This is an optimization exercise on Yosys and OpenROAD, whose aim is small area, a short achievable clock period and few clock cycles, not a production implementation.
Function was checked by simulation only, so behaviour that the tests miss may differ from the original.

## flow/design.v (module list and top-level ports; edited modules follow where they fit)
// module spatial_encoder_ping_pong: 404 lines
// module csa_fa_row: 7 lines
// module csa_ha_row: 7 lines
// module digit_adder: 16 lines
// module csa_digit_0: 23 lines
// module csa_digit_1: 23 lines
// module csa_digit_2: 25 lines
// module csa_digit_3: 25 lines
// module csa_digit_4: 25 lines
// module csa_digit_5: 25 lines
// module csa_digit_6: 25 lines
// module csa_digit_7: 25 lines
// module csa_digit_8: 21 lines
module spatial_encoder_ping_pong
(
	input Clk_CI, Reset_RI,
	input ValidIn_SI, ReadyIn_SI,
	output ReadyOut_SO, ValidOut_SO,
	input [2-1:0] ModeIn_SI,
	input [5-1:0] LabelIn_DI,
	input [6*64-1:0] ChannelsIn_DI,
	output [2-1:0] ModeOut_SO,
	output [5-1:0] LabelOut_DO,
	output [0:1000-1] HypervectorOut_DO
);
  // ...
==> flow/flow/run.sh <==
#!/bin/bash
# Own flow: the standard layout (standard.sh) with two changes:
#  - in the global routing step, ORFS's antenna repair (jumpers, then diodes)
#    is replaced by a diode-only repair with a 25% ratio margin, followed by a
#    slew/capacitance repair (flow/grt_diodes.tcl, the step's
#    POST_GLOBAL_ROUTE_TCL hook, which also rewrites the route guides);
#  - after ORFS's post-route antenna repair, up to three more repair rounds run
#    if violations remain (flow/drt_antennas.tcl, POST_DETAIL_ROUTE_TCL).
# make's and the tools' full output goes to standard.log; ORFS also keeps each
# step's log under orfs/logs/.
set -euo pipefail
export POST_GLOBAL_ROUTE_TCL="$PWD/flow/grt_diodes.tcl"
export POST_DETAIL_ROUTE_TCL="$PWD/flow/drt_antennas.tcl"
bash standard.sh SKIP_ANTENNA_REPAIR=1 POST_GLOBAL_ROUTE_TCL="$PWD/flow/grt_diodes.tcl" POST_DETAIL_ROUTE_TCL="$PWD/flow/drt_antennas.tcl" finish > standard.log 2>&1
==> flow/flow/drt_antennas.tcl <==
# Sourced by ORFS's detail_route.tcl as POST_DETAIL_ROUTE_TCL (run.sh sets it),
# after ORFS's own post-route antenna repair. If antenna violations remain,
# up to three more rounds of diode repair (20% ratio margin) and detailed
# routing, with the step's own detailed_route arguments.
set hdc_rounds 0
while { [check_antennas] && $hdc_rounds < 3 } {
  puts "Extra antenna repair round [expr {$hdc_rounds + 1}]..."
  repair_antennas -ratio_margin 20
  detailed_route {*}$::all_args
  incr hdc_rounds
}
==> flow/flow/grt_diodes.tcl <==
puts "Repair antennas (diodes only, 25% margin)..."
repair_antennas -diode_only -ratio_margin 25 -iterations 5
# (parasitics from placement here: the global-route estimate is not usable
# right after the antenna repair)
estimate_parasitics -placement
repair_design_helper
global_route -start_incremental
detailed_placement
global_route -end_incremental
check_placement -verbose
estimate_parasitics -global_routing
report_check_types -max_slew -max_capacitance -violators
write_guides $::env(RESULTS_DIR)/route.guide
==> flow/standard.sh <==
#!/bin/bash
# synth_recipe.tcl (not shown) runs the flow's synth.tcl, then flattens the netlist and writes it again
# the make line also repeats each setting of config.mk as NAME=value (left out here)
make -C /OpenROAD-flow-scripts/flow DESIGN_CONFIG=/design/flow/config.mk WORK_HOME=/design/flow/orfs CLKGATE_MAP_FILE= SYNTH_SCRIPT=/design/flow/synth_recipe.tcl "${@:-finish}"
==> flow/config.mk <==
export PLATFORM = sky130hd
export DESIGN_NAME = spatial_encoder_ping_pong
export DESIGN_NICKNAME = spatial_encoder_ping_pong
export VERILOG_FILES = /design/flow/design.v
export SDC_FILE = /design/flow/constraint.sdc
export NUM_CORES = 8
export LEC_CHECK = 0
export CAP_MARGIN = 30
export CELL_PAD_IN_SITES_DETAIL_PLACEMENT = 1
export CORE_MARGIN = 2
export CORE_UTILIZATION = 26
export PLACE_DENSITY = 0.42
export SETUP_SLACK_MARGIN = 4.5
export SLEW_MARGIN = 30
export SYNTH_HIERARCHICAL = 1
==> flow/constraint.sdc <==
create_clock -name core_clock -period 10.0 [get_ports {Clk_CI}]
set_input_delay 2.0000 -clock core_clock [delete_from_list [all_inputs] [get_ports {Clk_CI}]]
set_output_delay 2.0000 -clock core_clock [all_outputs]
set_load 0.01 [all_outputs]
==> flow_metrics.env, run 1 <==
export IMPL_status="stopped before the end"
export IMPL_lastStage="detailed routing"
export IMPL_post_cts_buffers=76
export IMPL_met1_usage=0.662
export IMPL_io_pins=1404
export IMPL_yosys_top_cells_area="fa_1 (37%), dfxtp_1 (19%), ha_1 (17%)"
export IMPL_yosysSeqAreaShare=0.277
export IMPL_synthFlopType="dfxtp_1"
export IMPL_dp_hpwl_um=7330000
export IMPL_numCtsBuffers=1250
export IMPL_yosys_warnings=7
export IMPL_grt_pass1_wl_um=9990000
export IMPL_synth_simple_area_share=0.0514
export IMPL_error_line="Error: detail_route.tcl, 8 Global routing failed, run `make gui_grt` and load /design/flow/orfs/reports/sky130hd/spatial_encoder_ping_pong/base/congestion.rpt  in DRC ..."
export IMPL_die_y_um=1620
export IMPL_grt_max_degree=157
export IMPL_cts_resized=226
export IMPL_crit_endpoint="HvTail_DP[347]$_DFFE_PP_/D"
export IMPL_netlist_area_um2=681000
export IMPL_portBuffers=1403
export IMPL_netlist_area_leader_share=0.365
export IMPL_grt_busiest_layer="met2"
export IMPL_clock_root_buffer="clkbuf_16"
export IMPL_synth_edff_count=2021
export IMPL_synth_net_count=74206
export IMPL_dp_slack_ns=3.83
export IMPL_hold_buffers=0
export IMPL_yosysUniqueCellTypes=39
export IMPL_synth_compound_area_share=0.0461
export IMPL_antenna_found_initial=3961
export IMPL_synth_seq_cells=8432
export IMPL_synth_area_per_cell_um2=13.0
export IMPL_die_width_um=1620
export IMPL_synth_xor_area_frac=0.0386
export IMPL_synth_top_family_by_area="adder cells"
export IMPL_overflow=0
Testbench counts, summed over its fixed seeds: cycles 1,472.
==> module digit_adder, before the edit <==
module digit_adder (
	input [1:0] A_DI, B_DI,
	input C_DI,
	output [1:0] S_DO,
	output C_DO
);
wire [2:0] c;
assign c[0] = C_DI;
genvar k;
generate
	for (k = 0; k < 2; k = k + 1) begin : g_bit
		csa_fa_row #(.W(1)) u_fa (.A_DI(A_DI[k]), .B_DI(B_DI[k]), .C_DI(c[k]), .S_DO(S_DO[k]), .C_DO(c[k+1]));
	end
endgenerate
assign C_DO = c[2];
endmodule
==> module csa_digit_0, before the edit <==
module csa_digit_0 (
	input [15:0] Ops_DI,
	input [2:0] Carry_DI,
	output [2:0] Carry_DO
);
wire [2:0] Ext_D = Carry_DI;
wire [3:0] S1, C1;
wire [1:0] S2, C2;
wire [1:0] S3, C3;
wire [1:0] S4, C4;
wire [1:0] HS1, HC1;
wire [2:0] HS2, HC2;
wire [0:0] HS4, HC4;
csa_ha_row #(.W(2)) u_hrow1 (.A_DI({Ops_DI[13], Ops_DI[6]}), .B_DI({Ops_DI[15], Ops_DI[8]}), .S_DO(HS1), .C_DO(HC1));
csa_ha_row #(.W(3)) u_hrow2 (.A_DI({HS1[0], Ext_D[0], S1[1]}), .B_DI({S1[3], S1[0], S1[2]}), .S_DO(HS2), .C_DO(HC2));
csa_ha_row #(.W(1)) u_hrow4 (.A_DI({C2[1]}), .B_DI({C3[1]}), .S_DO(HS4), .C_DO(HC4));
csa_fa_row #(.W(4)) u_row1 (.A_DI({Ops_DI[10], Ops_DI[7], Ops_DI[1], Ops_DI[0]}), .B_DI({Ops_DI[12], Ops_DI[9], Ops_DI[3], Ops_DI[2]}), .C_DI({Ops_DI[14], Ops_DI[11], Ops_DI[5], Ops_DI[4]}), .S_DO(S1), .C_DO(C1));
csa_fa_row #(.W(2)) u_row2 (.A_DI({Ext_D[2], Ext_D[1]}), .B_DI({C1[1], C1[0]}), .C_DI({C1[2], HC1[0]}), .S_DO(S2), .C_DO(C2));
csa_fa_row #(.W(2)) u_row3 (.A_DI({HC1[1], HS1[1]}), .B_DI({C2[0], C1[3]}), .C_DI({HC2[0], S2[0]}), .S_DO(S3), .C_DO(C3));
csa_fa_row #(.W(2)) u_row4 (.A_DI({S2[1], HS2[0]}), .B_DI({C3[0], HC2[1]}), .C_DI({S3[1], S3[0]}), .S_DO(S4), .C_DO(C4));
wire [4:0] Sum_D = {HC4[0], C4[1], C4[0], HC2[2], HS2[1]} + {1'b0, HS4[0], S4[1], S4[0], HS2[2]};
assign Carry_DO = Sum_D[4:2];
endmodule
==> module csa_digit_1, before the edit <==
module csa_digit_1 (
	input [15:0] Ops_DI,
	input [2:0] Carry_DI,
	output [2:0] Carry_DO
);
wire [2:0] Ext_D = Carry_DI;
wire [3:0] S1, C1;
wire [1:0] S2, C2;
wire [1:0] S3, C3;
wire [1:0] S4, C4;
wire [1:0] HS1, HC1;
wire [2:0] HS2, HC2;
wire [0:0] HS4, HC4;
csa_ha_row #(.W(2)) u_hrow1 (.A_DI({Ops_DI[13], Ops_DI[6]}), .B_DI({Ops_DI[15], Ops_DI[8]}), .S_DO(HS1), .C_DO(HC1));
csa_ha_row #(.W(3)) u_hrow2 (.A_DI({HS1[0], Ext_D[0], S1[1]}), .B_DI({S1[3], S1[0], S1[2]}), .S_DO(HS2), .C_DO(HC2));
csa_ha_row #(.W(1)) u_hrow4 (.A_DI({C2[1]}), .B_DI({C3[1]}), .S_DO(HS4), .C_DO(HC4));
csa_fa_row #(.W(4)) u_row1 (.A_DI({Ops_DI[10], Ops_DI[7], ~Ops_DI[1], ~Ops_DI[0]}), .B_DI({Ops_DI[12], Ops_DI[9], Ops_DI[3], Ops_DI[2]}), .C_DI({Ops_DI[14], Ops_DI[11], Ops_DI[5], Ops_DI[4]}), .S_DO(S1), .C_DO(C1));
csa_fa_row #(.W(2)) u_row2 (.A_DI({Ext_D[2], Ext_D[1]}), .B_DI({C1[1], C1[0]}), .C_DI({C1[2], HC1[0]}), .S_DO(S2), .C_DO(C2));
csa_fa_row #(.W(2)) u_row3 (.A_DI({HC1[1], HS1[1]}), .B_DI({C2[0], C1[3]}), .C_DI({HC2[0], S2[0]}), .S_DO(S3), .C_DO(C3));
csa_fa_row #(.W(2)) u_row4 (.A_DI({S2[1], HS2[0]}), .B_DI({C3[0], HC2[1]}), .C_DI({S3[1], S3[0]}), .S_DO(S4), .C_DO(C4));
wire [4:0] Sum_D = {HC4[0], C4[1], C4[0], HC2[2], HS2[1]} + {1'b0, HS4[0], S4[1], S4[0], HS2[2]};
assign Carry_DO = Sum_D[4:2];
endmodule
==> run 2: changes to the inputs <==
--- a/flow/design.v
+++ b/flow/design.v
@@ -12,4 +12,4 @@
 );
-localparam LAST = 4;
-reg [2:0] DigitA_SP, DigitB_SP, DigitC_SP;
+localparam LAST = 9;
+reg [3:0] DigitA_SP, DigitB_SP, DigitC_SP;
 reg ValidB_SP, ValidC_SP;
@@ -73,5 +73,5 @@
 genvar i, j, q;
-wire [32*2*2-1:0] PairDig_DN;
+wire [32*2*1-1:0] PairDig_DN;
 wire [32*2-1:0] PairCarry_DN;
-reg [32*2*2-1:0] PairDig_DP;
+reg [32*2*1-1:0] PairDig_DP;
 reg [32*2-1:0] PairCarry_DP;
@@ -81,7 +81,7 @@
 		wire [9:0] fb = {4'b0000, ChannelsIn_DI[12*j+6 +: 6]};
-		wire [1:0] a = fa[2*DigitA_SP +: 2];
-		wire [1:0] b = fb[2*DigitA_SP +: 2];
+		wire [0:0] a = fa[1*DigitA_SP +: 1];
+		wire [0:0] b = fb[1*DigitA_SP +: 1];
 		wire ca, cs;
-		digit_adder u_add (.A_DI(a), .B_DI(b), .C_DI(PairCarry_DP[2*j]), .S_DO(PairDig_DN[2*(2*j) +: 2]), .C_DO(ca));
-		digit_adder u_sub (.A_DI(a), .B_DI(~b), .C_DI(PairCarry_DP[2*j+1]), .S_DO(PairDig_DN[2*(2*j+1) +: 2]), .C_DO(cs));
+		digit_adder u_add (.A_DI(a), .B_DI(b), .C_DI(PairCarry_DP[2*j]), .S_DO(PairDig_DN[1*(2*j) +: 1]), .C_DO(ca));
+		digit_adder u_sub (.A_DI(a), .B_DI(~b), .C_DI(PairCarry_DP[2*j+1]), .S_DO(PairDig_DN[1*(2*j+1) +: 1]), .C_DO(cs));
 		assign PairCarry_DN[2*j] = ca & KeepA_S;
@@ -94,3 +94,3 @@
 end
-wire [16*8*2-1:0] QuadDig_D;
+wire [16*8*1-1:0] QuadDig_D;
 wire [16*8-1:0] QuadCarry_DN;
@@ -100,7 +100,7 @@
 		for (q = 0; q < 8; q = q + 1) begin : g_cls
-			wire [1:0] x = PairDig_DP[2*(2*(2*j) + (q%2)) +: 2];
-			wire [1:0] y = PairDig_DP[2*(2*(2*j+1) + (((q/2)%2)^(q/4))) +: 2];
+			wire [0:0] x = PairDig_DP[1*(2*(2*j) + (q%2)) +: 1];
+			wire [0:0] y = PairDig_DP[1*(2*(2*j+1) + (((q/2)%2)^(q/4))) +: 1];
 			if ((q/2)%2) begin : g_sub
 				wire c;
-				digit_adder u_add (.A_DI(x), .B_DI(~y), .C_DI(QuadCarry_DP[8*j+q]), .S_DO(QuadDig_D[2*(8*j+q) +: 2]), .C_DO(c));
+				digit_adder u_add (.A_DI(x), .B_DI(~y), .C_DI(QuadCarry_DP[8*j+q]), .S_DO(QuadDig_D[1*(8*j+q) +: 1]), .C_DO(c));
 				assign QuadCarry_DN[8*j+q] = c | ~KeepB_S;
@@ -108,3 +108,3 @@
 				wire c;
-				digit_adder u_add (.A_DI(x), .B_DI(y), .C_DI(QuadCarry_DP[8*j+q]), .S_DO(QuadDig_D[2*(8*j+q) +: 2]), .C_DO(c));
+				digit_adder u_add (.A_DI(x), .B_DI(y), .C_DI(QuadCarry_DP[8*j+q]), .S_DO(QuadDig_D[1*(8*j+q) +: 1]), .C_DO(c));
 				assign QuadCarry_DN[8*j+q] = c & KeepB_S;
@@ -116,11 +116,11 @@
 	QuadCarry_DP <= QuadCarry_DN;
-wire [128*2-1:0] Block0_DN;
+wire [128*1-1:0] Block0_DN;
 wire [127:0] Block0Carry_DN;
 reg [127:0] Block0Carry_DP;
-reg [128*2-1:0] Block0_DP;
+reg [128*1-1:0] Block0_DP;
 generate
 	for (q = 0; q < 128; q = q + 1) begin : g_block0
-		wire [1:0] x = QuadDig_D[2*(8*0 + (q%8)) +: 2];
-		wire [1:0] y = QuadDig_D[2*(8*1 + ((q/16)^(7*((q/8)%2)))) +: 2];
-		wire [1:0] s;
+		wire [0:0] x = QuadDig_D[1*(8*0 + (q%8)) +: 1];
+		wire [0:0] y = QuadDig_D[1*(8*1 + ((q/16)^(7*((q/8)%2)))) +: 1];
+		wire [0:0] s;
 		if ((q/8)%2) begin : g_sub
@@ -134,3 +134,3 @@
 		end
-		assign Block0_DN[2*q +: 2] = s;
+		assign Block0_DN[1*q +: 1] = s;
 	end
@@ -141,11 +141,11 @@
 end
-wire [128*2-1:0] Block1_DN;
+wire [128*1-1:0] Block1_DN;
 wire [127:0] Block1Carry_DN;
 reg [127:0] Block1Carry_DP;
-reg [128*2-1:0] Block1_DP;
+reg [128*1-1:0] Block1_DP;
 generate
 	for (q = 0; q < 128; q = q + 1) begin : g_block1
-		wire [1:0] x = QuadDig_D[2*(8*2 + (q%8)) +: 2];
-		wire [1:0] y = QuadDig_D[2*(8*3 + ((q/16)^(7*((q/8)%2)))) +: 2];
-		wire [1:0] s;
+		wire [0:0] x = QuadDig_D[1*(8*2 + (q%8)) +: 1];
+		wire [0:0] y = QuadDig_D[1*(8*3 + ((q/16)^(7*((q/8)%2)))) +: 1];
+		wire [0:0] s;
 		if ((q/8)%2) begin : g_sub
@@ -159,3 +159,3 @@
 		end
-		assign Block1_DN[2*q +: 2] = s;
+		assign Block1_DN[1*q +: 1] = s;
 	end
@@ -166,11 +166,11 @@
 end
-wire [128*2-1:0] Block2_DN;
+wire [128*1-1:0] Block2_DN;
 wire [127:0] Block2Carry_DN;
 reg [127:0] Block2Carry_DP;
-reg [128*2-1:0] Block2_DP;
+reg [128*1-1:0] Block2_DP;
 generate
 	for (q = 0; q < 128; q = q + 1) begin : g_block2
-		wire [1:0] x = QuadDig_D[2*(8*4 + (q%8)) +: 2];
-		wire [1:0] y = QuadDig_D[2*(8*5 + ((q/16)^(7*((q/8)%2)))) +: 2];
-		wire [1:0] s;
+		wire [0:0] x = QuadDig_D[1*(8*4 + (q%8)) +: 1];
+		wire [0:0] y = QuadDig_D[1*(8*5 + ((q/16)^(7*((q/8)%2)))) +: 1];
+		wire [0:0] s;
 		if ((q/8)%2) begin : g_sub
@@ -184,3 +184,3 @@
 		end
-		assign Block2_DN[2*q +: 2] = s;
+		assign Block2_DN[1*q +: 1] = s;
 	end
@@ -191,11 +191,11 @@
 end
-wire [128*2-1:0] Block3_DN;
+wire [128*1-1:0] Block3_DN;
 wire [127:0] Block3Carry_DN;
 reg [127:0] Block3Carry_DP;
-reg [128*2-1:0] Block3_DP;
+reg [128*1-1:0] Block3_DP;
 generate
 	for (q = 0; q < 128; q = q + 1) begin : g_block3
-		wire [1:0] x = QuadDig_D[2*(8*6 + (q%8)) +: 2];
-		wire [1:0] y = QuadDig_D[2*(8*7 + ((q/16)^(7*((q/8)%2)))) +: 2];
-		wire [1:0] s;
+		wire [0:0] x = QuadDig_D[1*(8*6 + (q%8)) +: 1];
+		wire [0:0] y = QuadDig_D[1*(8*7 + ((q/16)^(7*((q/8)%2)))) +: 1];
+		wire [0:0] s;
 		if ((q/8)%2) begin : g_sub
@@ -209,3 +209,3 @@
 		end
-		assign Block3_DN[2*q +: 2] = s;
+		assign Block3_DN[1*q +: 1] = s;
 	end
@@ -216,11 +216,11 @@
 end
-wire [128*2-1:0] Block4_DN;
+wire [128*1-1:0] Block4_DN;
 wire [127:0] Block4Carry_DN;
 reg [127:0] Block4Carry_DP;
-reg [128*2-1:0] Block4_DP;
+reg [128*1-1:0] Block4_DP;
 generate
 	for (q = 0; q < 128; q = q + 1) begin : g_block4
-		wire [1:0] x = QuadDig_D[2*(8*8 + (q%8)) +: 2];
-		wire [1:0] y = QuadDig_D[2*(8*9 + ((q/16)^(7*((q/8)%2)))) +: 2];
-		wire [1:0] s;
+		wire [0:0] x = QuadDig_D[1*(8*8 + (q%8)) +: 1];
+		wire [0:0] y = QuadDig_D[1*(8*9 + ((q/16)^(7*((q/8)%2)))) +: 1];
+		wire [0:0] s;
 		if ((q/8)%2) begin : g_sub
@@ -234,3 +234,3 @@
 		end
-		assign Block4_DN[2*q +: 2] = s;
+		assign Block4_DN[1*q +: 1] = s;
 	end
@@ -241,11 +241,11 @@
 end
-wire [128*2-1:0] Block5_DN;
+wire [128*1-1:0] Block5_DN;
 wire [127:0] Block5Carry_DN;
 reg [127:0] Block5Carry_DP;
-reg [128*2-1:0] Block5_DP;
+reg [128*1-1:0] Block5_DP;
 generate
 	for (q = 0; q < 128; q = q + 1) begin : g_block5
-		wire [1:0] x = QuadDig_D[2*(8*10 + (q%8)) +: 2];
-		wire [1:0] y = QuadDig_D[2*(8*11 + ((q/16)^(7*((q/8)%2)))) +: 2];
-		wire [1:0] s;
+		wire [0:0] x = QuadDig_D[1*(8*10 + (q%8)) +: 1];
+		wire [0:0] y = QuadDig_D[1*(8*11 + ((q/16)^(7*((q/8)%2)))) +: 1];
+		wire [0:0] s;
 		if ((q/8)%2) begin : g_sub
@@ -259,3 +259,3 @@
 		end
-		assign Block5_DN[2*q +: 2] = s;
+		assign Block5_DN[1*q +: 1] = s;
 	end
@@ -266,11 +266,11 @@
 end
-wire [128*2-1:0] Block6_DN;
+wire [128*1-1:0] Block6_DN;
 wire [127:0] Block6Carry_DN;
 reg [127:0] Block6Carry_DP;
-reg [128*2-1:0] Block6_DP;
+reg [128*1-1:0] Block6_DP;
 generate
 	for (q = 0; q < 128; q = q + 1) begin : g_block6
-		wire [1:0] x = QuadDig_D[2*(8*12 + (q%8)) +: 2];
-		wire [1:0] y = QuadDig_D[2*(8*13 + ((q/16)^(7*((q/8)%2)))) +: 2];
-		wire [1:0] s;
+		wire [0:0] x = QuadDig_D[1*(8*12 + (q%8)) +: 1];
+		wire [0:0] y = QuadDig_D[1*(8*13 + ((q/16)^(7*((q/8)%2)))) +: 1];
+		wire [0:0] s;
 		if ((q/8)%2) begin : g_sub
@@ -284,3 +284,3 @@
 		end
-		assign Block6_DN[2*q +: 2] = s;
+		assign Block6_DN[1*q +: 1] = s;
 	end
@@ -291,11 +291,11 @@
 end
-wire [128*2-1:0] Block7_DN;
+wire [128*1-1:0] Block7_DN;
 wire [127:0] Block7Carry_DN;
 reg [127:0] Block7Carry_DP;
-reg [128*2-1:0] Block7_DP;
+reg [128*1-1:0] Block7_DP;
 generate
 	for (q = 0; q < 128; q = q + 1) begin : g_block7
-		wire [1:0] x = QuadDig_D[2*(8*14 + (q%8)) +: 2];
-		wire [1:0] y = QuadDig_D[2*(8*15 + ((q/16)^(7*((q/8)%2)))) +: 2];
-		wire [1:0] s;
+		wire [0:0] x = QuadDig_D[1*(8*14 + (q%8)) +: 1];
+		wire [0:0] y = QuadDig_D[1*(8*15 + ((q/16)^(7*((q/8)%2)))) +: 1];
+		wire [0:0] s;
 		if ((q/8)%2) begin : g_sub
@@ -309,3 +309,3 @@
 		end
-		assign Block7_DN[2*q +: 2] = s;
+		assign Block7_DN[1*q +: 1] = s;
 	end
@@ -330,3 +330,3 @@
 		localparam integer K = E[7] + E[15] + E[23] + E[31] + E[39] + E[47] + E[55] + E[63];
-		wire [15:0] ops;
+		wire [7:0] ops;
 		localparam [7:0] S0 = E[7:0];
@@ -334,3 +334,3 @@
 		localparam integer P0 = S0[7] ? N0 : K + 0 - N0;
-		assign ops[2*P0 +: 2] = Block0_DP[2*S0[6:0] +: 2];
+		assign ops[1*P0 +: 1] = Block0_DP[1*S0[6:0] +: 1];
 		localparam [7:0] S1 = E[15:8];
@@ -338,3 +338,3 @@
 		localparam integer P1 = S1[7] ? N1 : K + 1 - N1;
-		assign ops[2*P1 +: 2] = Block1_DP[2*S1[6:0] +: 2];
+		assign ops[1*P1 +: 1] = Block1_DP[1*S1[6:0] +: 1];
 		localparam [7:0] S2 = E[23:16];
@@ -342,3 +342,3 @@
 		localparam integer P2 = S2[7] ? N2 : K + 2 - N2;
-		assign ops[2*P2 +: 2] = Block2_DP[2*S2[6:0] +: 2];
+		assign ops[1*P2 +: 1] = Block2_DP[1*S2[6:0] +: 1];
 		localparam [7:0] S3 = E[31:24];
@@ -346,3 +346,3 @@
 		localparam integer P3 = S3[7] ? N3 : K + 3 - N3;
-		assign ops[2*P3 +: 2] = Block3_DP[2*S3[6:0] +: 2];
+		assign ops[1*P3 +: 1] = Block3_DP[1*S3[6:0] +: 1];
 		localparam [7:0] S4 = E[39:32];
@@ -350,3 +350,3 @@
 		localparam integer P4 = S4[7] ? N4 : K + 4 - N4;
-		assign ops[2*P4 +: 2] = Block4_DP[2*S4[6:0] +: 2];
+		assign ops[1*P4 +: 1] = Block4_DP[1*S4[6:0] +: 1];
 		localparam [7:0] S5 = E[47:40];
@@ -354,3 +354,3 @@
 		localparam integer P5 = S5[7] ? N5 : K + 5 - N5;
-		assign ops[2*P5 +: 2] = Block5_DP[2*S5[6:0] +: 2];
+		assign ops[1*P5 +: 1] = Block5_DP[1*S5[6:0] +: 1];
 		localparam [7:0] S6 = E[55:48];
@@ -358,3 +358,3 @@
 		localparam integer P6 = S6[7] ? N6 : K + 6 - N6;
-		assign ops[2*P6 +: 2] = Block6_DP[2*S6[6:0] +: 2];
+		assign ops[1*P6 +: 1] = Block6_DP[1*S6[6:0] +: 1];
 		localparam [7:0] S7 = E[63:56];
@@ -362,3 +362,3 @@
 		localparam integer P7 = S7[7] ? N7 : K + 7 - N7;
-		assign ops[2*P7 +: 2] = Block7_DP[2*S7[6:0] +: 2];
+		assign ops[1*P7 +: 1] = Block7_DP[1*S7[6:0] +: 1];
 		if (K > 7) begin : g_wide
@@ -419,8 +419,8 @@
 module digit_adder (
-	input [1:0] A_DI, B_DI,
+	input [0:0] A_DI, B_DI,
 	input C_DI,
-	output [1:0] S_DO,
+	output [0:0] S_DO,
 	output C_DO
 );
-wire [2:0] c;
+wire [1:0] c;
 assign c[0] = C_DI;
@@ -428,3 +428,3 @@
 generate
-	for (k = 0; k < 2; k = k + 1) begin : g_bit
+	for (k = 0; k < 1; k = k + 1) begin : g_bit
 		csa_fa_row #(.W(1)) u_fa (.A_DI(A_DI[k]), .B_DI(B_DI[k]), .C_DI(c[k]), .S_DO(S_DO[k]), .C_DO(c[k+1]));
@@ -432,6 +432,6 @@
 endgenerate
-assign C_DO = c[2];
+assign C_DO = c[1];
 endmodule
 module csa_digit_0 (
-	input [15:0] Ops_DI,
+	input [7:0] Ops_DI,
 	input [2:0] Carry_DI,
@@ -440,21 +440,19 @@
 wire [2:0] Ext_D = Carry_DI;
-wire [3:0] S1, C1;
-wire [1:0] S2, C2;
-wire [1:0] S3, C3;
-wire [1:0] S4, C4;
-wire [1:0] HS1, HC1;
-wire [2:0] HS2, HC2;
-wire [0:0] HS4, HC4;
-csa_ha_row #(.W(2)) u_hrow1 (.A_DI({Ops_DI[13], Ops_DI[6]}), .B_DI({Ops_DI[15], Ops_DI[8]}), .S_DO(HS1), .C_DO(HC1));
-csa_ha_row #(.W(3)) u_hrow2 (.A_DI({HS1[0], Ext_D[0], S1[1]}), .B_DI({S1[3], S1[0], S1[2]}), .S_DO(HS2), .C_DO(HC2));
-csa_ha_row #(.W(1)) u_hrow4 (.A_DI({C2[1]}), .B_DI({C3[1]}), .S_DO(HS4), .C_DO(HC4));
-csa_fa_row #(.W(4)) u_row1 (.A_DI({Ops_DI[10], Ops_DI[7], Ops_DI[1], Ops_DI[0]}), .B_DI({Ops_DI[12], Ops_DI[9], Ops_DI[3], Ops_DI[2]}), .C_DI({Ops_DI[14], Ops_DI[11], Ops_DI[5], Ops_DI[4]}), .S_DO(S1), .C_DO(C1));
-csa_fa_row #(.W(2)) u_row2 (.A_DI({Ext_D[2], Ext_D[1]}), .B_DI({C1[1], C1[0]}), .C_DI({C1[2], HC1[0]}), .S_DO(S2), .C_DO(C2));
-csa_fa_row #(.W(2)) u_row3 (.A_DI({HC1[1], HS1[1]}), .B_DI({C2[0], C1[3]}), .C_DI({HC2[0], S2[0]}), .S_DO(S3), .C_DO(C3));
-csa_fa_row #(.W(2)) u_row4 (.A_DI({S2[1], HS2[0]}), .B_DI({C3[0], HC2[1]}), .C_DI({S3[1], S3[0]}), .S_DO(S4), .C_DO(C4));
-wire [4:0] Sum_D = {HC4[0], C4[1], C4[0], HC2[2], HS2[1]} + {1'b0, HS4[0], S4[1], S4[0], HS2[2]};
-assign Carry_DO = Sum_D[4:2];
+wire [1:0] S1, C1;
+wire [0:0] S2, C2;
+wire [0:0] S3, C3;
+wire [0:0] HS1, HC1;
+wire [1:0] HS2, HC2;
+wire [0:0] HS3, HC3;
+csa_ha_row #(.W(1)) u_hrow1 (.A_DI({Ops_DI[3]}), .B_DI({Ops_DI[4]}), .S_DO(HS1), .C_DO(HC1));
+csa_ha_row #(.W(2)) u_hrow2 (.A_DI({HS1[0], Ext_D[0]}), .B_DI({S1[1], S1[0]}), .S_DO(HS2), .C_DO(HC2));
+csa_ha_row #(.W(1)) u_hrow3 (.A_DI({Ext_D[2]}), .B_DI({C2[0]}), .S_DO(HS3), .C_DO(HC3));
+csa_fa_row #(.W(2)) u_row1 (.A_DI({Ops_DI[5], Ops_DI[0]}), .B_DI({Ops_DI[6], Ops_DI[1]}), .C_DI({Ops_DI[7], Ops_DI[2]}), .S_DO(S1), .C_DO(C1));
+csa_fa_row #(.W(1)) u_row2 (.A_DI({Ext_D[1]}), .B_DI({C1[0]}), .C_DI({HC1[0]}), .S_DO(S2), .C_DO(C2));
+csa_fa_row #(.W(1)) u_row3 (.A_DI({C1[1]}), .B_DI({HC2[0]}), .C_DI({S2[0]}), .S_DO(S3), .C_DO(C3));
+wire [3:0] Sum_D = {HC3[0], C3[0], HC2[1], HS2[0]} + {1'b0, HS3[0], S3[0], HS2[1]};
+assign Carry_DO = Sum_D[3:1];
 endmodule
 module csa_digit_1 (
-	input [15:0] Ops_DI,
+	input [7:0] Ops_DI,
 	input [2:0] Carry_DI,
@@ -463,21 +461,19 @@
 wire [2:0] Ext_D = Carry_DI;
-wire [3:0] S1, C1;
-wire [1:0] S2, C2;
-wire [1:0] S3, C3;
-wire [1:0] S4, C4;
-wire [1:0] HS1, HC1;
-wire [2:0] HS2, HC2;
-wire [0:0] HS4, HC4;
-csa_ha_row #(.W(2)) u_hrow1 (.A_DI({Ops_DI[13], Ops_DI[6]}), .B_DI({Ops_DI[15], Ops_DI[8]}), .S_DO(HS1), .C_DO(HC1));
-csa_ha_row #(.W(3)) u_hrow2 (.A_DI({HS1[0], Ext_D[0], S1[1]}), .B_DI({S1[3], S1[0], S1[2]}), .S_DO(HS2), .C_DO(HC2));
-csa_ha_row #(.W(1)) u_hrow4 (.A_DI({C2[1]}), .B_DI({C3[1]}), .S_DO(HS4), .C_DO(HC4));
-csa_fa_row #(.W(4)) u_row1 (.A_DI({Ops_DI[10], Ops_DI[7], ~Ops_DI[1], ~Ops_DI[0]}), .B_DI({Ops_DI[12], Ops_DI[9], Ops_DI[3], Ops_DI[2]}), .C_DI({Ops_DI[14], Ops_DI[11], Ops_DI[5], Ops_DI[4]}), .S_DO(S1), .C_DO(C1));
-csa_fa_row #(.W(2)) u_row2 (.A_DI({Ext_D[2], Ext_D[1]}), .B_DI({C1[1], C1[0]}), .C_DI({C1[2], HC1[0]}), .S_DO(S2), .C_DO(C2));
-csa_fa_row #(.W(2)) u_row3 (.A_DI({HC1[1], HS1[1]}), .B_DI({C2[0], C1[3]}), .C_DI({HC2[0], S2[0]}), .S_DO(S3), .C_DO(C3));
-csa_fa_row #(.W(2)) u_row4 (.A_DI({S2[1], HS2[0]}), .B_DI({C3[0], HC2[1]}), .C_DI({S3[1], S3[0]}), .S_DO(S4), .C_DO(C4));
-wire [4:0] Sum_D = {HC4[0], C4[1], C4[0], HC2[2], HS2[1]} + {1'b0, HS4[0], S4[1], S4[0], HS2[2]};
-assign Carry_DO = Sum_D[4:2];
+wire [1:0] S1, C1;
+wire [0:0] S2, C2;
+wire [0:0] S3, C3;
+wire [0:0] HS1, HC1;
+wire [1:0] HS2, HC2;
+wire [0:0] HS3, HC3;
+csa_ha_row #(.W(1)) u_hrow1 (.A_DI({Ops_DI[3]}), .B_DI({Ops_DI[4]}), .S_DO(HS1), .C_DO(HC1));
+csa_ha_row #(.W(2)) u_hrow2 (.A_DI({HS1[0], Ext_D[0]}), .B_DI({S1[1], S1[0]}), .S_DO(HS2), .C_DO(HC2));
+csa_ha_row #(.W(1)) u_hrow3 (.A_DI({Ext_D[2]}), .B_DI({C2[0]}), .S_DO(HS3), .C_DO(HC3));
+csa_fa_row #(.W(2)) u_row1 (.A_DI({Ops_DI[5], ~Ops_DI[0]}), .B_DI({Ops_DI[6], Ops_DI[1]}), .C_DI({Ops_DI[7], Ops_DI[2]}), .S_DO(S1), .C_DO(C1));
+csa_fa_row #(.W(1)) u_row2 (.A_DI({Ext_D[1]}), .B_DI({C1[0]}), .C_DI({HC1[0]}), .S_DO(S2), .C_DO(C2));
+csa_fa_row #(.W(1)) u_row3 (.A_DI({C1[1]}), .B_DI({HC2[0]}), .C_DI({S2[0]}), .S_DO(S3), .C_DO(C3));
+wire [3:0] Sum_D = {HC3[0], C3[0], HC2[1], HS2[0]} + {1'b0, HS3[0], S3[0], HS2[1]};
+assign Carry_DO = Sum_D[3:1];
 endmodule
 module csa_digit_2 (
-	input [15:0] Ops_DI,
+	input [7:0] Ops_DI,
 	input [2:0] Carry_DI,
@@ -486,23 +482,17 @@
 wire [2:0] Ext_D = Carry_DI;
-wire [2:0] S1, C1;
-wire [2:0] S2, C2;
-wire [1:0] S3, C3;
-wire [1:0] S4, C4;
-wire [2:0] HS1, HC1;
-wire [0:0] HS2, HC2;
-wire [0:0] HS3, HC3;
-wire [0:0] HS4, HC4;
-csa_ha_row #(.W(3)) u_hrow1 (.A_DI({Ops_DI[14], Ops_DI[13], Ops_DI[6]}), .B_DI({Ext_D[0], Ops_DI[15], Ops_DI[8]}), .S_DO(HS1), .C_DO(HC1));
-csa_ha_row #(.W(1)) u_hrow2 (.A_DI({HC1[0]}), .B_DI({S1[2]}), .S_DO(HS2), .C_DO(HC2));
-csa_ha_row #(.W(1)) u_hrow3 (.A_DI({HS1[0]}), .B_DI({S2[0]}), .S_DO(HS3), .C_DO(HC3));
-csa_ha_row #(.W(1)) u_hrow4 (.A_DI({C2[2]}), .B_DI({C3[1]}), .S_DO(HS4), .C_DO(HC4));
-csa_fa_row #(.W(3)) u_row1 (.A_DI({Ops_DI[7], Ops_DI[1], Ops_DI[0]}), .B_DI({Ops_DI[9], Ops_DI[3], Ops_DI[2]}), .C_DI({Ops_DI[11], ~Ops_DI[5], ~Ops_DI[4]}), .S_DO(S1), .C_DO(C1));
-csa_fa_row #(.W(3)) u_row2 (.A_DI({~C1[1], C1[0], ~S1[0]}), .B_DI({Ext_D[2], S1[1], Ops_DI[10]}), .C_DI({C1[2], ~Ext_D[1], Ops_DI[12]}), .S_DO(S2), .C_DO(C2));
-csa_fa_row #(.W(2)) u_row3 (.A_DI({~C2[1], ~S2[1]}), .B_DI({HC1[1], HS1[1]}), .C_DI({HC2[0], C2[0]}), .S_DO(S3), .C_DO(C3));
-csa_fa_row #(.W(2)) u_row4 (.A_DI({S2[2], HS2[0]}), .B_DI({C3[0], HC1[2]}), .C_DI({S3[1], S3[0]}), .S_DO(S4), .C_DO(C4));
-wire [4:0] Sum_D = {HC4[0], C4[1], C4[0], HC3[0], HS1[2]} + {1'b0, HS4[0], S4[1], S4[0], HS3[0]};
-assign Carry_DO = Sum_D[4:2];
+wire [0:0] S1, C1;
+wire [1:0] S2, C2;
+wire [0:0] S3, C3;
+wire [1:0] HS1, HC1;
+wire [1:0] HS3, HC3;
+csa_ha_row #(.W(2)) u_hrow1 (.A_DI({Ops_DI[7], Ops_DI[3]}), .B_DI({Ext_D[0], Ops_DI[4]}), .S_DO(HS1), .C_DO(HC1));
+csa_ha_row #(.W(2)) u_hrow3 (.A_DI({Ext_D[2], HS1[0]}), .B_DI({C2[1], S2[0]}), .S_DO(HS3), .C_DO(HC3));
+csa_fa_row #(.W(1)) u_row1 (.A_DI({Ops_DI[0]}), .B_DI({Ops_DI[1]}), .C_DI({~Ops_DI[2]}), .S_DO(S1), .C_DO(C1));
+csa_fa_row #(.W(2)) u_row2 (.A_DI({~C1[0], ~S1[0]}), .B_DI({Ext_D[1], Ops_DI[5]}), .C_DI({HC1[0], Ops_DI[6]}), .S_DO(S2), .C_DO(C2));
+csa_fa_row #(.W(1)) u_row3 (.A_DI({C2[0]}), .B_DI({HC1[1]}), .C_DI({S2[1]}), .S_DO(S3), .C_DO(C3));
+wire [3:0] Sum_D = {HC3[1], C3[0], HC3[0], HS1[1]} + {1'b0, HS3[1], S3[0], HS3[0]};
+assign Carry_DO = Sum_D[3:1];
 endmodule
 module csa_digit_3 (
-	input [15:0] Ops_DI,
+	input [7:0] Ops_DI,
 	input [2:0] Carry_DI,
@@ -511,23 +501,17 @@
 wire [2:0] Ext_D = Carry_DI;
-wire [2:0] S1, C1;
-wire [2:0] S2, C2;
-wire [1:0] S3, C3;
-wire [1:0] S4, C4;
-wire [2:0] HS1, HC1;
-wire [0:0] HS2, HC2;
-wire [0:0] HS3, HC3;
-wire [0:0] HS4, HC4;
-csa_ha_row #(.W(3)) u_hrow1 (.A_DI({Ops_DI[14], Ops_DI[13], Ops_DI[6]}), .B_DI({Ext_D[0], Ops_DI[15], Ops_DI[8]}), .S_DO(HS1), .C_DO(HC1));
-csa_ha_row #(.W(1)) u_hrow2 (.A_DI({HC1[0]}), .B_DI({S1[2]}), .S_DO(HS2), .C_DO(HC2));
-csa_ha_row #(.W(1)) u_hrow3 (.A_DI({HS1[0]}), .B_DI({S2[0]}), .S_DO(HS3), .C_DO(HC3));
-csa_ha_row #(.W(1)) u_hrow4 (.A_DI({C2[2]}), .B_DI({C3[1]}), .S_DO(HS4), .C_DO(HC4));
-csa_fa_row #(.W(3)) u_row1 (.A_DI({Ops_DI[7], Ops_DI[1], Ops_DI[0]}), .B_DI({Ops_DI[9], Ops_DI[3], Ops_DI[2]}), .C_DI({Ops_DI[11], Ops_DI[5], Ops_DI[4]}), .S_DO(S1), .C_DO(C1));
-csa_fa_row #(.W(3)) u_row2 (.A_DI({~C1[1], C1[0], ~S1[0]}), .B_DI({Ext_D[2], S1[1], Ops_DI[10]}), .C_DI({C1[2], ~Ext_D[1], Ops_DI[12]}), .S_DO(S2), .C_DO(C2));
-csa_fa_row #(.W(2)) u_row3 (.A_DI({~C2[1], ~S2[1]}), .B_DI({HC1[1], HS1[1]}), .C_DI({HC2[0], C2[0]}), .S_DO(S3), .C_DO(C3));
-csa_fa_row #(.W(2)) u_row4 (.A_DI({S2[2], HS2[0]}), .B_DI({C3[0], HC1[2]}), .C_DI({S3[1], S3[0]}), .S_DO(S4), .C_DO(C4));
-wire [4:0] Sum_D = {HC4[0], C4[1], C4[0], HC3[0], HS1[2]} + {1'b0, HS4[0], S4[1], S4[0], HS3[0]};
-assign Carry_DO = Sum_D[4:2];
+wire [0:0] S1, C1;
+wire [1:0] S2, C2;
+wire [0:0] S3, C3;
+wire [1:0] HS1, HC1;
+wire [1:0] HS3, HC3;
+csa_ha_row #(.W(2)) u_hrow1 (.A_DI({Ops_DI[7], Ops_DI[3]}), .B_DI({Ext_D[0], Ops_DI[4]}), .S_DO(HS1), .C_DO(HC1));
+csa_ha_row #(.W(2)) u_hrow3 (.A_DI({Ext_D[2], HS1[0]}), .B_DI({C2[1], S2[0]}), .S_DO(HS3), .C_DO(HC3));
+csa_fa_row #(.W(1)) u_row1 (.A_DI({Ops_DI[0]}), .B_DI({Ops_DI[1]}), .C_DI({Ops_DI[2]}), .S_DO(S1), .C_DO(C1));
+csa_fa_row #(.W(2)) u_row2 (.A_DI({~C1[0], ~S1[0]}), .B_DI({Ext_D[1], Ops_DI[5]}), .C_DI({HC1[0], Ops_DI[6]}), .S_DO(S2), .C_DO(C2));
+csa_fa_row #(.W(1)) u_row3 (.A_DI({C2[0]}), .B_DI({HC1[1]}), .C_DI({S2[1]}), .S_DO(S3), .C_DO(C3));
+wire [3:0] Sum_D = {HC3[1], C3[0], HC3[0], HS1[1]} + {1'b0, HS3[1], S3[0], HS3[0]};
+assign Carry_DO = Sum_D[3:1];
 endmodule
 module csa_digit_4 (
-	input [15:0] Ops_DI,
+	input [7:0] Ops_DI,
 	input [2:0] Carry_DI,
@@ -536,23 +520,17 @@
 wire [2:0] Ext_D = Carry_DI;
-wire [2:0] S1, C1;
-wire [2:0] S2, C2;
-wire [1:0] S3, C3;
-wire [1:0] S4, C4;
-wire [2:0] HS1, HC1;
-wire [0:0] HS2, HC2;
-wire [0:0] HS3, HC3;
-wire [0:0] HS4, HC4;
-csa_ha_row #(.W(3)) u_hrow1 (.A_DI({Ops_DI[14], Ops_DI[13], ~Ops_DI[6]}), .B_DI({Ext_D[0], Ops_DI[15], Ops_DI[8]}), .S_DO(HS1), .C_DO(HC1));
-csa_ha_row #(.W(1)) u_hrow2 (.A_DI({HC1[0]}), .B_DI({S1[2]}), .S_DO(HS2), .C_DO(HC2));
-csa_ha_row #(.W(1)) u_hrow3 (.A_DI({HS1[0]}), .B_DI({S2[0]}), .S_DO(HS3), .C_DO(HC3));
-csa_ha_row #(.W(1)) u_hrow4 (.A_DI({C2[2]}), .B_DI({C3[1]}), .S_DO(HS4), .C_DO(HC4));
-csa_fa_row #(.W(3)) u_row1 (.A_DI({~Ops_DI[7], Ops_DI[1], Ops_DI[0]}), .B_DI({Ops_DI[9], Ops_DI[3], Ops_DI[2]}), .C_DI({Ops_DI[11], Ops_DI[5], Ops_DI[4]}), .S_DO(S1), .C_DO(C1));
-csa_fa_row #(.W(3)) u_row2 (.A_DI({~C1[1], C1[0], ~S1[0]}), .B_DI({Ext_D[2], S1[1], Ops_DI[10]}), .C_DI({C1[2], ~Ext_D[1], Ops_DI[12]}), .S_DO(S2), .C_DO(C2));
-csa_fa_row #(.W(2)) u_row3 (.A_DI({~C2[1], ~S2[1]}), .B_DI({HC1[1], HS1[1]}), .C_DI({HC2[0], C2[0]}), .S_DO(S3), .C_DO(C3));
-csa_fa_row #(.W(2)) u_row4 (.A_DI({S2[2], HS2[0]}), .B_DI({C3[0], HC1[2]}), .C_DI({S3[1], S3[0]}), .S_DO(S4), .C_DO(C4));
-wire [4:0] Sum_D = {HC4[0], C4[1], C4[0], HC3[0], HS1[2]} + {1'b0, HS4[0], S4[1], S4[0], HS3[0]};
-assign Carry_DO = Sum_D[4:2];
+wire [0:0] S1, C1;
+wire [1:0] S2, C2;
+wire [0:0] S3, C3;
+wire [1:0] HS1, HC1;
+wire [1:0] HS3, HC3;
+csa_ha_row #(.W(2)) u_hrow1 (.A_DI({Ops_DI[7], ~Ops_DI[3]}), .B_DI({Ext_D[0], Ops_DI[4]}), .S_DO(HS1), .C_DO(HC1));
+csa_ha_row #(.W(2)) u_hrow3 (.A_DI({Ext_D[2], HS1[0]}), .B_DI({C2[1], S2[0]}), .S_DO(HS3), .C_DO(HC3));
+csa_fa_row #(.W(1)) u_row1 (.A_DI({Ops_DI[0]}), .B_DI({Ops_DI[1]}), .C_DI({Ops_DI[2]}), .S_DO(S1), .C_DO(C1));
+csa_fa_row #(.W(2)) u_row2 (.A_DI({~C1[0], ~S1[0]}), .B_DI({Ext_D[1], Ops_DI[5]}), .C_DI({HC1[0], Ops_DI[6]}), .S_DO(S2), .C_DO(C2));
+csa_fa_row #(.W(1)) u_row3 (.A_DI({C2[0]}), .B_DI({HC1[1]}), .C_DI({S2[1]}), .S_DO(S3), .C_DO(C3));
+wire [3:0] Sum_D = {HC3[1], C3[0], HC3[0], HS1[1]} + {1'b0, HS3[1], S3[0], HS3[0]};
+assign Carry_DO = Sum_D[3:1];
 endmodule
 module csa_digit_5 (
-	input [15:0] Ops_DI,
+	input [7:0] Ops_DI,
 	input [2:0] Carry_DI,
@@ -561,23 +539,17 @@
 wire [2:0] Ext_D = Carry_DI;
-wire [2:0] S1, C1;
-wire [2:0] S2, C2;
-wire [1:0] S3, C3;
-wire [1:0] S4, C4;
-wire [2:0] HS1, HC1;
-wire [0:0] HS2, HC2;
-wire [0:0] HS3, HC3;
-wire [0:0] HS4, HC4;
-csa_ha_row #(.W(3)) u_hrow1 (.A_DI({Ops_DI[14], Ops_DI[13], ~Ops_DI[6]}), .B_DI({Ext_D[0], Ops_DI[15], ~Ops_DI[8]}), .S_DO(HS1), .C_DO(HC1));
-csa_ha_row #(.W(1)) u_hrow2 (.A_DI({Ext_D[1]}), .B_DI({HC1[0]}), .S_DO(HS2), .C_DO(HC2));
-csa_ha_row #(.W(1)) u_hrow3 (.A_DI({HS1[0]}), .B_DI({S2[0]}), .S_DO(HS3), .C_DO(HC3));
-csa_ha_row #(.W(1)) u_hrow4 (.A_DI({~C2[2]}), .B_DI({~C3[1]}), .S_DO(HS4), .C_DO(HC4));
-csa_fa_row #(.W(3)) u_row1 (.A_DI({Ops_DI[7], Ops_DI[1], Ops_DI[0]}), .B_DI({Ops_DI[9], Ops_DI[3], Ops_DI[2]}), .C_DI({~Ops_DI[11], Ops_DI[5], Ops_DI[4]}), .S_DO(S1), .C_DO(C1));
-csa_fa_row #(.W(3)) u_row2 (.A_DI({C1[1], C1[0], ~S1[0]}), .B_DI({C1[2], S1[1], Ops_DI[10]}), .C_DI({~Ext_D[2], S1[2], Ops_DI[12]}), .S_DO(S2), .C_DO(C2));
-csa_fa_row #(.W(2)) u_row3 (.A_DI({C2[1], ~S2[1]}), .B_DI({S2[2], HS1[1]}), .C_DI({~HC1[1], C2[0]}), .S_DO(S3), .C_DO(C3));
-csa_fa_row #(.W(2)) u_row4 (.A_DI({~S3[1], HS2[0]}), .B_DI({HC2[0], HC1[2]}), .C_DI({C3[0], S3[0]}), .S_DO(S4), .C_DO(C4));
-wire [4:0] Sum_D = {HC4[0], C4[1], C4[0], HC3[0], HS1[2]} + {1'b0, HS4[0], S4[1], S4[0], HS3[0]};
-assign Carry_DO = Sum_D[4:2];
+wire [0:0] S1, C1;
+wire [1:0] S2, C2;
+wire [0:0] S3, C3;
+wire [1:0] HS1, HC1;
+wire [1:0] HS3, HC3;
+csa_ha_row #(.W(2)) u_hrow1 (.A_DI({Ops_DI[7], ~Ops_DI[3]}), .B_DI({Ext_D[0], ~Ops_DI[4]}), .S_DO(HS1), .C_DO(HC1));
+csa_ha_row #(.W(2)) u_hrow3 (.A_DI({Ext_D[2], HS1[0]}), .B_DI({C2[1], S2[0]}), .S_DO(HS3), .C_DO(HC3));
+csa_fa_row #(.W(1)) u_row1 (.A_DI({Ops_DI[0]}), .B_DI({Ops_DI[1]}), .C_DI({Ops_DI[2]}), .S_DO(S1), .C_DO(C1));
+csa_fa_row #(.W(2)) u_row2 (.A_DI({~C1[0], ~S1[0]}), .B_DI({Ext_D[1], Ops_DI[5]}), .C_DI({HC1[0], Ops_DI[6]}), .S_DO(S2), .C_DO(C2));
+csa_fa_row #(.W(1)) u_row3 (.A_DI({C2[0]}), .B_DI({HC1[1]}), .C_DI({S2[1]}), .S_DO(S3), .C_DO(C3));
+wire [3:0] Sum_D = {HC3[1], C3[0], HC3[0], HS1[1]} + {1'b0, HS3[1], S3[0], HS3[0]};
+assign Carry_DO = Sum_D[3:1];
 endmodule
 module csa_digit_6 (
-	input [15:0] Ops_DI,
+	input [7:0] Ops_DI,
 	input [2:0] Carry_DI,
@@ -586,23 +558,23 @@
 wire [2:0] Ext_D = Carry_DI;
-wire [2:0] S1, C1;
-wire [2:0] S2, C2;
-wire [1:0] S3, C3;
-wire [1:0] S4, C4;
-wire [1:0] HS1, HC1;
-wire [1:0] HS2, HC2;
+wire [0:0] S1, C1;
+wire [0:0] S2, C2;
+wire [0:0] S3, C3;
+wire [0:0] S4, C4;
+wire [0:0] HS1, HC1;
+wire [0:0] HS2, HC2;
 wire [0:0] HS3, HC3;
 wire [0:0] HS4, HC4;
-csa_ha_row #(.W(2)) u_hrow1 (.A_DI({Ops_DI[13], ~Ops_DI[6]}), .B_DI({Ops_DI[15], ~Ops_DI[8]}), .S_DO(HS1), .C_DO(HC1));
-csa_ha_row #(.W(2)) u_hrow2 (.A_DI({Ext_D[0], Ext_D[1]}), .B_DI({HS1[0], HC1[0]}), .S_DO(HS2), .C_DO(HC2));
-csa_ha_row #(.W(1)) u_hrow3 (.A_DI({~S2[0]}), .B_DI({Ops_DI[14]}), .S_DO(HS3), .C_DO(HC3));
-csa_ha_row #(.W(1)) u_hrow4 (.A_DI({~C2[2]}), .B_DI({~C3[1]}), .S_DO(HS4), .C_DO(HC4));
-csa_fa_row #(.W(3)) u_row1 (.A_DI({Ops_DI[7], Ops_DI[1], Ops_DI[0]}), .B_DI({Ops_DI[9], Ops_DI[3], Ops_DI[2]}), .C_DI({Ops_DI[11], Ops_DI[5], Ops_DI[4]}), .S_DO(S1), .C_DO(C1));
-csa_fa_row #(.W(3)) u_row2 (.A_DI({C1[1], C1[0], Ops_DI[10]}), .B_DI({C1[2], S1[1], S1[0]}), .C_DI({~Ext_D[2], S1[2], ~Ops_DI[12]}), .S_DO(S2), .C_DO(C2));
-csa_fa_row #(.W(2)) u_row3 (.A_DI({C2[1], C2[0]}), .B_DI({S2[2], S2[1]}), .C_DI({~HC1[1], ~HS1[1]}), .S_DO(S3), .C_DO(C3));
-csa_fa_row #(.W(2)) u_row4 (.A_DI({C3[0], ~S3[0]}), .B_DI({S3[1], HS2[0]}), .C_DI({~HC2[0], HC3[0]}), .S_DO(S4), .C_DO(C4));
-wire [4:0] Sum_D = {HC4[0], ~C4[1], C4[0], HC2[1], HS3[0]} + {1'b0, HS4[0], ~S4[1], S4[0], HS2[1]};
-assign Carry_DO = Sum_D[4:2];
+csa_ha_row #(.W(1)) u_hrow1 (.A_DI({~Ops_DI[3]}), .B_DI({~Ops_DI[4]}), .S_DO(HS1), .C_DO(HC1));
+csa_ha_row #(.W(1)) u_hrow2 (.A_DI({Ext_D[0]}), .B_DI({HS1[0]}), .S_DO(HS2), .C_DO(HC2));
+csa_ha_row #(.W(1)) u_hrow3 (.A_DI({~S2[0]}), .B_DI({Ops_DI[7]}), .S_DO(HS3), .C_DO(HC3));
+csa_ha_row #(.W(1)) u_hrow4 (.A_DI({~C3[0]}), .B_DI({Ext_D[2]}), .S_DO(HS4), .C_DO(HC4));
+csa_fa_row #(.W(1)) u_row1 (.A_DI({Ops_DI[0]}), .B_DI({Ops_DI[1]}), .C_DI({Ops_DI[2]}), .S_DO(S1), .C_DO(C1));
+csa_fa_row #(.W(1)) u_row2 (.A_DI({Ops_DI[5]}), .B_DI({S1[0]}), .C_DI({~Ops_DI[6]}), .S_DO(S2), .C_DO(C2));
+csa_fa_row #(.W(1)) u_row3 (.A_DI({C1[0]}), .B_DI({C2[0]}), .C_DI({~Ext_D[1]}), .S_DO(S3), .C_DO(C3));
+csa_fa_row #(.W(1)) u_row4 (.A_DI({~S3[0]}), .B_DI({HC1[0]}), .C_DI({HC3[0]}), .S_DO(S4), .C_DO(C4));
+wire [3:0] Sum_D = {HC4[0], C4[0], HC2[0], HS3[0]} + {1'b0, HS4[0], S4[0], HS2[0]};
+assign Carry_DO = Sum_D[3:1];
 endmodule
 module csa_digit_7 (
-	input [15:0] Ops_DI,
+	input [7:0] Ops_DI,
 	input [2:0] Carry_DI,
@@ -611,23 +583,23 @@
 wire [2:0] Ext_D = Carry_DI;
-wire [2:0] S1, C1;
-wire [2:0] S2, C2;
-wire [1:0] S3, C3;
-wire [1:0] S4, C4;
-wire [1:0] HS1, HC1;
-wire [1:0] HS2, HC2;
+wire [0:0] S1, C1;
+wire [0:0] S2, C2;
+wire [0:0] S3, C3;
+wire [0:0] S4, C4;
+wire [0:0] HS1, HC1;
+wire [0:0] HS2, HC2;
 wire [0:0] HS3, HC3;
 wire [0:0] HS4, HC4;
-csa_ha_row #(.W(2)) u_hrow1 (.A_DI({~Ops_DI[13], ~Ops_DI[6]}), .B_DI({Ops_DI[15], ~Ops_DI[8]}), .S_DO(HS1), .C_DO(HC1));
-csa_ha_row #(.W(2)) u_hrow2 (.A_DI({Ext_D[0], Ext_D[1]}), .B_DI({HS1[0], HC1[0]}), .S_DO(HS2), .C_DO(HC2));
-csa_ha_row #(.W(1)) u_hrow3 (.A_DI({~S2[0]}), .B_DI({Ops_DI[14]}), .S_DO(HS3), .C_DO(HC3));
-csa_ha_row #(.W(1)) u_hrow4 (.A_DI({~C2[2]}), .B_DI({~C3[1]}), .S_DO(HS4), .C_DO(HC4));
-csa_fa_row #(.W(3)) u_row1 (.A_DI({Ops_DI[7], Ops_DI[1], Ops_DI[0]}), .B_DI({Ops_DI[9], Ops_DI[3], Ops_DI[2]}), .C_DI({Ops_DI[11], Ops_DI[5], Ops_DI[4]}), .S_DO(S1), .C_DO(C1));
-csa_fa_row #(.W(3)) u_row2 (.A_DI({C1[1], C1[0], Ops_DI[10]}), .B_DI({C1[2], S1[1], Ops_DI[12]}), .C_DI({~Ext_D[2], S1[2], S1[0]}), .S_DO(S2), .C_DO(C2));
-csa_fa_row #(.W(2)) u_row3 (.A_DI({C2[1], C2[0]}), .B_DI({S2[2], S2[1]}), .C_DI({~HC1[1], ~HS1[1]}), .S_DO(S3), .C_DO(C3));
-csa_fa_row #(.W(2)) u_row4 (.A_DI({C3[0], ~S3[0]}), .B_DI({S3[1], HS2[0]}), .C_DI({~HC2[0], HC3[0]}), .S_DO(S4), .C_DO(C4));
-wire [4:0] Sum_D = {HC4[0], ~C4[1], C4[0], HC2[1], HS3[0]} + {1'b0, HS4[0], ~S4[1], S4[0], HS2[1]};
-assign Carry_DO = Sum_D[4:2];
+csa_ha_row #(.W(1)) u_hrow1 (.A_DI({~Ops_DI[3]}), .B_DI({~Ops_DI[4]}), .S_DO(HS1), .C_DO(HC1));
+csa_ha_row #(.W(1)) u_hrow2 (.A_DI({Ext_D[0]}), .B_DI({HS1[0]}), .S_DO(HS2), .C_DO(HC2));
+csa_ha_row #(.W(1)) u_hrow3 (.A_DI({~S2[0]}), .B_DI({Ops_DI[7]}), .S_DO(HS3), .C_DO(HC3));
+csa_ha_row #(.W(1)) u_hrow4 (.A_DI({~C3[0]}), .B_DI({Ext_D[2]}), .S_DO(HS4), .C_DO(HC4));
+csa_fa_row #(.W(1)) u_row1 (.A_DI({Ops_DI[0]}), .B_DI({Ops_DI[1]}), .C_DI({Ops_DI[2]}), .S_DO(S1), .C_DO(C1));
+csa_fa_row #(.W(1)) u_row2 (.A_DI({Ops_DI[5]}), .B_DI({Ops_DI[6]}), .C_DI({S1[0]}), .S_DO(S2), .C_DO(C2));
+csa_fa_row #(.W(1)) u_row3 (.A_DI({C1[0]}), .B_DI({C2[0]}), .C_DI({~Ext_D[1]}), .S_DO(S3), .C_DO(C3));
+csa_fa_row #(.W(1)) u_row4 (.A_DI({~S3[0]}), .B_DI({HC1[0]}), .C_DI({HC3[0]}), .S_DO(S4), .C_DO(C4));
+wire [3:0] Sum_D = {HC4[0], C4[0], HC2[0], HS3[0]} + {1'b0, HS4[0], S4[0], HS2[0]};
+assign Carry_DO = Sum_D[3:1];
 endmodule
 module csa_digit_8 (
-	input [15:0] Ops_DI,
+	input [7:0] Ops_DI,
 	input [3:0] Carry_DI,
@@ -636,16 +608,16 @@
 wire [3:0] Ext_D = Carry_DI;
-wire [3:0] S1, C1;
-wire [1:0] S2, C2;
-wire [1:0] S3, C3;
-wire [2:0] S4, C4;
-wire [1:0] HS1, HC1;
-wire [2:0] HS2, HC2;
-csa_ha_row #(.W(2)) u_hrow1 (.A_DI({~Ops_DI[13], ~Ops_DI[6]}), .B_DI({~Ops_DI[15], ~Ops_DI[8]}), .S_DO(HS1), .C_DO(HC1));
-csa_ha_row #(.W(3)) u_hrow2 (.A_DI({Ext_D[0], ~S1[0], Ext_D[1]}), .B_DI({HS1[0], ~S1[3], HC1[0]}), .S_DO(HS2), .C_DO(HC2));
-csa_fa_row #(.W(4)) u_row1 (.A_DI({Ops_DI[10], Ops_DI[7], Ops_DI[1], Ops_DI[0]}), .B_DI({Ops_DI[12], Ops_DI[9], Ops_DI[3], Ops_DI[2]}), .C_DI({Ops_DI[14], Ops_DI[11], Ops_DI[5], Ops_DI[4]}), .S_DO(S1), .C_DO(C1));
-csa_fa_row #(.W(2)) u_row2 (.A_DI({C1[1], C1[0]}), .B_DI({C1[2], S1[1]}), .C_DI({~Ext_D[2], S1[2]}), .S_DO(S2), .C_DO(C2));
-csa_fa_row #(.W(2)) u_row3 (.A_DI({C2[0], C1[3]}), .B_DI({S2[1], S2[0]}), .C_DI({~HC1[1], ~HS1[1]}), .S_DO(S3), .C_DO(C3));
-csa_fa_row #(.W(3)) u_row4 (.A_DI({C2[1], C3[0], ~S3[0]}), .B_DI({C3[1], S3[1], HS2[0]}), .C_DI({~Ext_D[3], ~HC2[0], HC2[1]}), .S_DO(S4), .C_DO(C4));
-wire [5:0] Sum_D = {1'b0, ~C4[2], ~C4[1], C4[0], HC2[2], HS2[1]} + {1'b0, 1'b0, ~S4[2], ~S4[1], S4[0], HS2[2]};
-assign Carry_DO = Sum_D[5:2];
+wire [1:0] S1, C1;
+wire [0:0] S2, C2;
+wire [0:0] S3, C3;
+wire [0:0] HS1, HC1;
+wire [1:0] HS2, HC2;
+wire [0:0] HS3, HC3;
+csa_ha_row #(.W(1)) u_hrow1 (.A_DI({~Ops_DI[3]}), .B_DI({~Ops_DI[4]}), .S_DO(HS1), .C_DO(HC1));
+csa_ha_row #(.W(2)) u_hrow2 (.A_DI({Ext_D[0], ~S1[0]}), .B_DI({HS1[0], ~S1[1]}), .S_DO(HS2), .C_DO(HC2));
+csa_ha_row #(.W(1)) u_hrow3 (.A_DI({~C2[0]}), .B_DI({Ext_D[2]}), .S_DO(HS3), .C_DO(HC3));
+csa_fa_row #(.W(2)) u_row1 (.A_DI({Ops_DI[5], Ops_DI[0]}), .B_DI({Ops_DI[6], Ops_DI[1]}), .C_DI({Ops_DI[7], Ops_DI[2]}), .S_DO(S1), .C_DO(C1));
+csa_fa_row #(.W(1)) u_row2 (.A_DI({C1[0]}), .B_DI({C1[1]}), .C_DI({~Ext_D[1]}), .S_DO(S2), .C_DO(C2));
+csa_fa_row #(.W(1)) u_row3 (.A_DI({~S2[0]}), .B_DI({HC1[0]}), .C_DI({HC2[0]}), .S_DO(S3), .C_DO(C3));
+wire [4:0] Sum_D = {1'b0, Ext_D[3], C3[0], HC2[1], HS2[0]} + {1'b0, HC3[0], HS3[0], S3[0], HS2[1]};
+assign Carry_DO = Sum_D[4:1];
 endmodule
==> flow/flow/run.sh (replaced) <==
#!/bin/bash
# Own flow: the standard layout (standard.sh) with one change in the global
# routing step: ORFS's antenna repair there (jumpers, then diodes) is replaced
# by a diode-only repair with a 40% ratio margin (flow/grt_diodes.tcl, run as
# the step's POST_GLOBAL_ROUTE_TCL hook, which also rewrites the route guides).
# The post-route antenna repair is unchanged.
# make's and the tools' full output goes to standard.log; ORFS also keeps each
# step's log under orfs/logs/.
set -euo pipefail
export POST_GLOBAL_ROUTE_TCL="$PWD/flow/grt_diodes.tcl"
bash standard.sh SKIP_ANTENNA_REPAIR=1 POST_GLOBAL_ROUTE_TCL="$PWD/flow/grt_diodes.tcl" finish > standard.log 2>&1
==> flow/flow/grt_diodes.tcl (replaced) <==
puts "Repair antennas (diodes only, 40% margin)..."
repair_antennas -diode_only -ratio_margin 40 -iterations 5
check_placement -verbose
write_guides $::env(RESULTS_DIR)/route.guide
--- a/flow/config.mk
+++ b/flow/config.mk
@@ -7,9 +7,9 @@
 export LEC_CHECK = 0
-export CAP_MARGIN = 30
+export CAP_MARGIN = 20
 export CELL_PAD_IN_SITES_DETAIL_PLACEMENT = 1
 export CORE_MARGIN = 2
-export CORE_UTILIZATION = 26
-export PLACE_DENSITY = 0.42
+export CORE_UTILIZATION = 30
+export PLACE_DENSITY = 0.45
 export SETUP_SLACK_MARGIN = 4.5
-export SLEW_MARGIN = 30
+export SLEW_MARGIN = 20
 export SYNTH_HIERARCHICAL = 1
removed: flow/flow/drt_antennas.tcl
==> flow_metrics.env, run 2 <==
export IMPL_status="failed layout checks"
export IMPL_so_faults="capacitance limit, slew limit"
export IMPL_netlist_area_leader_share=0.272
export IMPL_finish_utilization=0.368
export IMPL_antenna_found_initial=1807
export IMPL_yosysUniqueCellTypes=37
export IMPL_post_cts_buffers=0
export IMPL_yosysSeqAreaShare=0.366
export IMPL_dp_hpwl_um=2870000
export IMPL_die_width_um=1240
export IMPL_netlist_area_um2=457000
export IMPL_die_area_um2=1530000
export IMPL_layout_commonest_cell="fa_1"
export IMPL_start_util=0.301
export IMPL_grt_pass1_wl_um=4280000
export IMPL_synth_net_count=47030
export IMPL_largestRegisters="g_out.g_narrow.Carry_DP x2991, HvHead_DP x1000, HvTail_DP x1000"
export IMPL_numCtsBuffers=933
export IMPL_grt_max_degree=170
export IMPL_crit_fanout=18
export IMPL_overflow=0
export IMPL_worstReg2RegStart="Block0_DP[76]$_DFF_P_"
export IMPL_clock_root_buffer="clkbuf_16"
export IMPL_synth_cells=34410
export IMPL_cap_violations=2
export IMPL_cts_resized=0
export IMPL_yosys_cell_count_top_type="fa_1"
export IMPL_ff2ff_setup_slack_ns=4.25
export IMPL_io_pins=1404
export IMPL_grt_usage=0.459
export IMPL_yosys_top_cells_area="fa_1 (27%), dfxtp_1 (23%), ha_1 (16%)"
export IMPL_synth_edff_count=2021
export IMPL_portBuffers=1403
export IMPL_synth_area_per_cell_um2=13.3
export IMPL_worstSetupPathType="reg -> reg"
export IMPL_hold_buffers=0
export IMPL_slew_viol_final=44
export IMPL_yosys_warnings=7
export IMPL_synth_seq_cells=7347
export IMPL_synthFlopType="dfxtp_1"
export IMPL_die_y_um=1240
export IMPL_largest_reg_flops=2991
export IMPL_required_ns=11.02
export IMPL_worst_pin_slew_ns=1.69
export IMPL_wirelength_um=3600000
-- run 2: changes by cell type after synthesis, moves of 999 or more --
cell and delta:
a21oi_2 +1000, a31o_1 +1000, a31oi_1 -1148, dfxtp_1 -1085, fa_1 -6219, ha_1 -2994, inv_1 -4551, or2_2 -999
xnor2_1 -1993
-- run 2: metal layers --
layer / wire [um] / part of all wire / up-vias / global-route usage
met5: 4540 / 0.0013 / - / 0.00857
met4: 414000 / 0.11 / 28 / 0.419
met3: 481000 / 0.13 / 6567 / 0.230
met2: 1370000 / 0.38 / 20367 / 0.603
met1: 1330000 / 0.37 / 177936 / 0.540
li1: - / - / 126909 / -
-- run 2: kinds of logic after synthesis --
group           after synthesis  share of synthesized area
xor+xnor                   2003                     0.0384
compound gates             2063                     0.0392
simple gates               5443                     0.0730
flops                      7347                      0.366
buf+inv                    5137                     0.0425
mux                         192                    0.00420
fa+ha+maj                 12225                      0.437
-- run 2: per-module statistics from Yosys, one instance, submodules excluded, excerpt --
module,cells,area (um^2)
csa_digit_2,11,98.8
csa_digit_3,10,95.1
csa_digit_1,9,91.3
csa_digit_0,8,87.6
csa_digit_4,11,98.8
csa_digit_7,14,110
spatial_encoder_ping_pong,13664,202000
-- run 2: area by class of cell --
cell class                 instances  area share
antenna                         6896      0.0308
sequential                      7347       0.302
tap                            20247      0.0453
timing repair buffer            3018      0.0491
multi-input combinational      21926       0.485
clock inverter                   447     0.00964
inverter                        4615      0.0310
clock buffer                    1305      0.0476
-- run 2: how the worst min path moves through the flow --
stage                                start                         to  slack, ns  depth (start not counted)
3_5_place_dp      HvTail_DP[247]$_DFFE_PP_   HvHead_DP[247]$_DFFE_PP_       0.41                          0
6_report       Block5Carry_DP[114]$_DFF_P_     Block5_DP[114]$_DFF_P_       0.38                          1
4_1_cts        Block5Carry_DP[114]$_DFF_P_     Block5_DP[114]$_DFF_P_       0.38                          1
2_1_floorplan       HvTail_DP[0]$_DFFE_PP_     HvHead_DP[0]$_DFFE_PP_       0.40                          0
3_3_place_gp     LabelTail_DP[4]$_DFFE_PP_  LabelHead_DP[4]$_DFFE_PP_       0.40                          0
-- run 2: critical path, stage by stage (launching register included) --
cell and delay (ns):
dfxtp_2 1.07, buf_4 0.93, fa_2 1.02, inv_1 0.20, fa_1 0.61, fa_1 0.47
ha_1 0.32, a31o_1 0.19, a21oi_2 0.15, xnor2_1 0.14, inv_1 0.14
-- run 2: through the flow --
step / TNS (ns) / instance area [um^2] / worst slack (ns) / hold WS, ns / instances
floorplan: -7361.87 / 457000 / -7.31 / 0.400 / 34410
global placement: 0 / 509000 / 4.34 / 0.401 / 57116
detailed placement: 0 / 510000 / 4.44 / 0.405 / 57140
CTS: 0 / 542000 / 4.74 / 0.378 / 58892
finish: 0 / 559000 / 4.25 / 0.380 / 65801
Testbench counts of run 2, summed over its fixed seeds: cycles 2,912.

afterwards: timing with drivers on the ports:
In the flow no input, the clock included, has a driving cell. The finished layout below was timed again as built, in two steps. Step 1, drivers: a clkbuf_16 drives Clk_CI and a buf_2 each remaining input, both assumed. Step 2, shift: input delay + t, output delay - t, t = (earliest + latest rising clock arrival at the registers) / 2. This alone moves slack from input paths to output paths. a / b / c = ideal / step 1 / step 2; a / b = the first two.
run: run 2
t, ns: 1.530
setup WS [ns]: 4.246 / 4.246 / 4.246
